What follows belongs to an exercise in optimizing a design on an open flow for small area, a short achievable clock period and few clock cycles per item; a production flow would make more cautious choices. Function was checked by simulation only, so behaviour that the tests miss may differ from the original. Power and IR drop assume default switching activity.

== job 5330 ==
==> flow/design.v (excerpt) <==
module kadai4 (
    input CLK,
    input RST,
    input [7:0] A,
    input [7:0] B,
    input ACK,
    input START,
    input HALT,
    output [15:0] X,
    output X_VALID,
    output REQ_AB
);
localparam  S_IDLE = 2'd0,
            S_INPUT = 2'd1,
            S_OUTPUT = 2'd2;
reg [15:0] r0, r1, r2, r3, r4, r5, r6, r7;
reg [24:0] e;
reg [1:0] st;
reg [2:0] cnt;       
reg [2:0] w;         
reg req;
reg vld;
wire abort = RST | HALT;
wire acc = req & ACK;
wire [24:0] part;
wire [15:0] prod;
mult_s1 ml1 (
    .a(r5[15:8]),
    .b(r5[7:0]),
    .e(part)
);
mult_s2 ml2 (
    .a(r6[15:8]),
    .b(r6[7:0]),
    .e(e),
    .x(prod)
);
always @(posedge CLK) begin
    r0 <= acc ? {A, B} : r6;
    r1 <= r0;
    r2 <= r1;
    r3 <= r2;
    r4 <= r3;
    r5 <= r4;
    r6 <= r5;
    e <= part;
    r7 <= prod;
end
always @(posedge CLK) begin
    if (abort) begin
        st <= S_IDLE;
        req <= 1'b0;
        vld <= 1'b0;
    end else begin
        case (st)
            S_IDLE:
                if (START) begin
                    st <= S_INPUT;
                    req <= 1'b1;
  ...
Size: about 39 I/O pins.
export LEC_CHECK = 0
export ABC_CLOCK_PERIOD_IN_PS = 1500
export CAP_MARGIN = 20
export CORE_MARGIN = 2
export CORE_UTILIZATION = 40
export CTS_BUF_LIST = sky130_fd_sc_hd__clkbuf_8
export CTS_CLUSTER_DIAMETER = 100
export CTS_CLUSTER_SIZE = 30
export SETUP_SLACK_MARGIN = 3.0
export SLEW_MARGIN = 20
create_clock -name core_clock -period 5.0 [get_ports {CLK}]
standard.sh (not shown) runs the stock make flow with config.mk's settings and CLKGATE_MAP_FILE= SYNTH_SCRIPT=/design/flow/synth_recipe.tcl, a recipe that flattens the netlist after the stock synthesis.
==> flow/flow/run.sh <==
#!/bin/bash
# The standard layout, with Yosys's full-adder extraction left out: the adder
# trees are mapped by ABC from plain gates instead of sky130 fa/ha cells.
set -euo pipefail
bash standard.sh ADDER_MAP_FILE= finish > flow.log 2>&1
Looking at the reports, job 5330 completed the entire flow and the layout it produced met the timing, DRC and antenna checks.
Testbench counts of job 5330, summed over its fixed seeds: cycles 3,264, items 1,536.
Changes in job 2155 relative to job 5330:
- SETUP_SLACK_MARGIN changed from 3.0 to 3.2
- ABC_CLOCK_PERIOD_IN_PS changed from 1500 to 1800
==> flow/run.sh (new file) <==
#!/bin/bash
# synth_recipe.tcl (not shown) runs the flow's synth.tcl, then flattens the netlist and writes it again
# the make line also repeats each setting of config.mk as NAME=value (left out here)
make -C /OpenROAD-flow-scripts/flow DESIGN_CONFIG=/design/flow/config.mk WORK_HOME=/design/flow/orfs CLKGATE_MAP_FILE= SYNTH_SCRIPT=/design/flow/synth_recipe.tcl finish
removed: flow/flow/run.sh
removed: flow/standard.sh
Notes after the runs:
Total length of routed wires (job 2155 over job 5330): decrease, about 16%
Share of the clock period used by the worst path after layout, job 5330 and job 2155, higher one = job 2155.
Of job 5330 and job 2155, the run reporting the higher power drawn by the clock network was job 2155.
Job 5330 → job 2155: cell area went down by 460 um2; worst path setup slack after routing went down by 0.26 ns; fraction of power consumed by combinational cells went down by 2.6 points.
Job 2155 ended up with a higher adder-cell area share of the yosys netlist than job 5330 did.
Job 2155: count of clock-net buffers in the final layout is 2 lower than what job 5330 reported.
Going from job 5330 to job 2155, logic depth of the worst setup path including buffers increased 2, distinct cell type count after synthesis decreased 44%.
Input-level comparison between job 1550 and job 2155:
- SETUP_SLACK_MARGIN now 3.0, was 3.2
- ABC_CLOCK_PERIOD_IN_PS now 2000, was 1800
==> flow/flow/run.sh (new file) <==
#!/bin/bash
# The standard layout, with Yosys's full-adder extraction left out: the adder
# trees are mapped by ABC from plain gates instead of sky130 fa/ha cells.
set -euo pipefail
bash standard.sh ADDER_MAP_FILE= finish > flow.log 2>&1
==> flow/standard.sh (new file) <==
#!/bin/bash
# synth_recipe.tcl (not shown) runs the flow's synth.tcl, then flattens the netlist and writes it again
# the make line also repeats each setting of config.mk as NAME=value (left out here)
make -C /OpenROAD-flow-scripts/flow DESIGN_CONFIG=/design/flow/config.mk WORK_HOME=/design/flow/orfs CLKGATE_MAP_FILE= SYNTH_SCRIPT=/design/flow/synth_recipe.tcl "${@:-finish}"
removed: flow/run.sh
==> notes.md <==
- Layout buffering overhead excluding clock cells was higher in the run labelled job 2155.
- Going from job 2155 to job 1550, worst-case headroom to the max-slew limit now smaller; design area now larger.
- The final reports for job 1550 and job 2155 show simple-gate share of the synthesized area higher in the former.
[inputs] job 5655 vs job 1550
==> flow/run.sh (new file) <==
#!/bin/bash
# synth_recipe.tcl (not shown) runs the flow's synth.tcl, then flattens the netlist and writes it again
# the make line also repeats each setting of config.mk as NAME=value (left out here)
make -C /OpenROAD-flow-scripts/flow DESIGN_CONFIG=/design/flow/config.mk WORK_HOME=/design/flow/orfs CLKGATE_MAP_FILE= SYNTH_SCRIPT=/design/flow/synth_recipe.tcl finish
removed: flow/flow/run.sh
removed: flow/standard.sh
[summary]
- Sequential share of power delta for job 5655 relative to job 1550: 2.9 points higher
- The first-pass GRT wire length of job 5655 is lower than that of job 1550.
- From job 1550 to job 5655 the numbers moved as follows: detailed route wirelength on metal3 -160 um; worst setup slack decreased by 0.22 ns relative to the old numbers.
Relative to job 5655, the following input files were edited for job 3326:
- an added ABC_AREA of 1
- Job 3326 completed every stage of the flow, and the final layout passed the timing, DRC and antenna checks.
- Compared to job 5655, job 3326 has largest clock skew in the final design 0.0042 ns lower.
- In the tables for job 5655 and job 3326, area of the multi-input gates reads lower with job 5655.
- Growth of design area from synthesis to finish was higher in job 3326 than in job 5655.
- Relative to job 5655, the sum of internal, switching and leakage power of job 3326 is higher by 200 uW.

-- static timing again, ports no longer ideal --
In the flow no input, the clock included, has a driving cell. The finished layouts below were timed again as built, in two steps. Step 1 (the two cells are an assumption about what drives the block):
set clk [get_ports {CLK}]
set_driving_cell -lib_cell sky130_fd_sc_hd__clkbuf_16 $clk
set_driving_cell -lib_cell sky130_fd_sc_hd__buf_2 [delete_from_list [all_inputs] $clk]
Step 2 moves the port delays by t, midway between the first and last clock arrival at a register: inputs arrive t later, outputs are due t later. That takes back most of the time a late clock gives input paths. a / b / c = no drivers / after step 1 / after step 2; a / b = the first two.
| run | t, ns | setup WS [ns] | worst hold slack (ns) |
|---|---|---|---|
| job 5330 | 0.478 | 2.917 / 2.917 / 2.591 | 0.325 / 0.325 / 0.325 |
| job 2155 | 0.475 | 2.660 / 2.660 / 2.660 | 0.324 / 0.324 / 0.324 |
| job 1550 | 0.478 | 2.917 / 2.917 / 2.591 | 0.325 / 0.325 / 0.325 |
| job 5655 | 0.473 | 2.701 / 2.701 / 2.604 | 0.325 / 0.325 / 0.325 |
| job 3326 | 0.474 | 2.948 / 2.948 / 2.605 | 0.324 / 0.324 / 0.324 |
After both steps every run listed still meets setup and hold. For job 3326, which loses most, drivers alone change the setup slack by 0.000 ns; drivers and shift together by -0.343 ns.
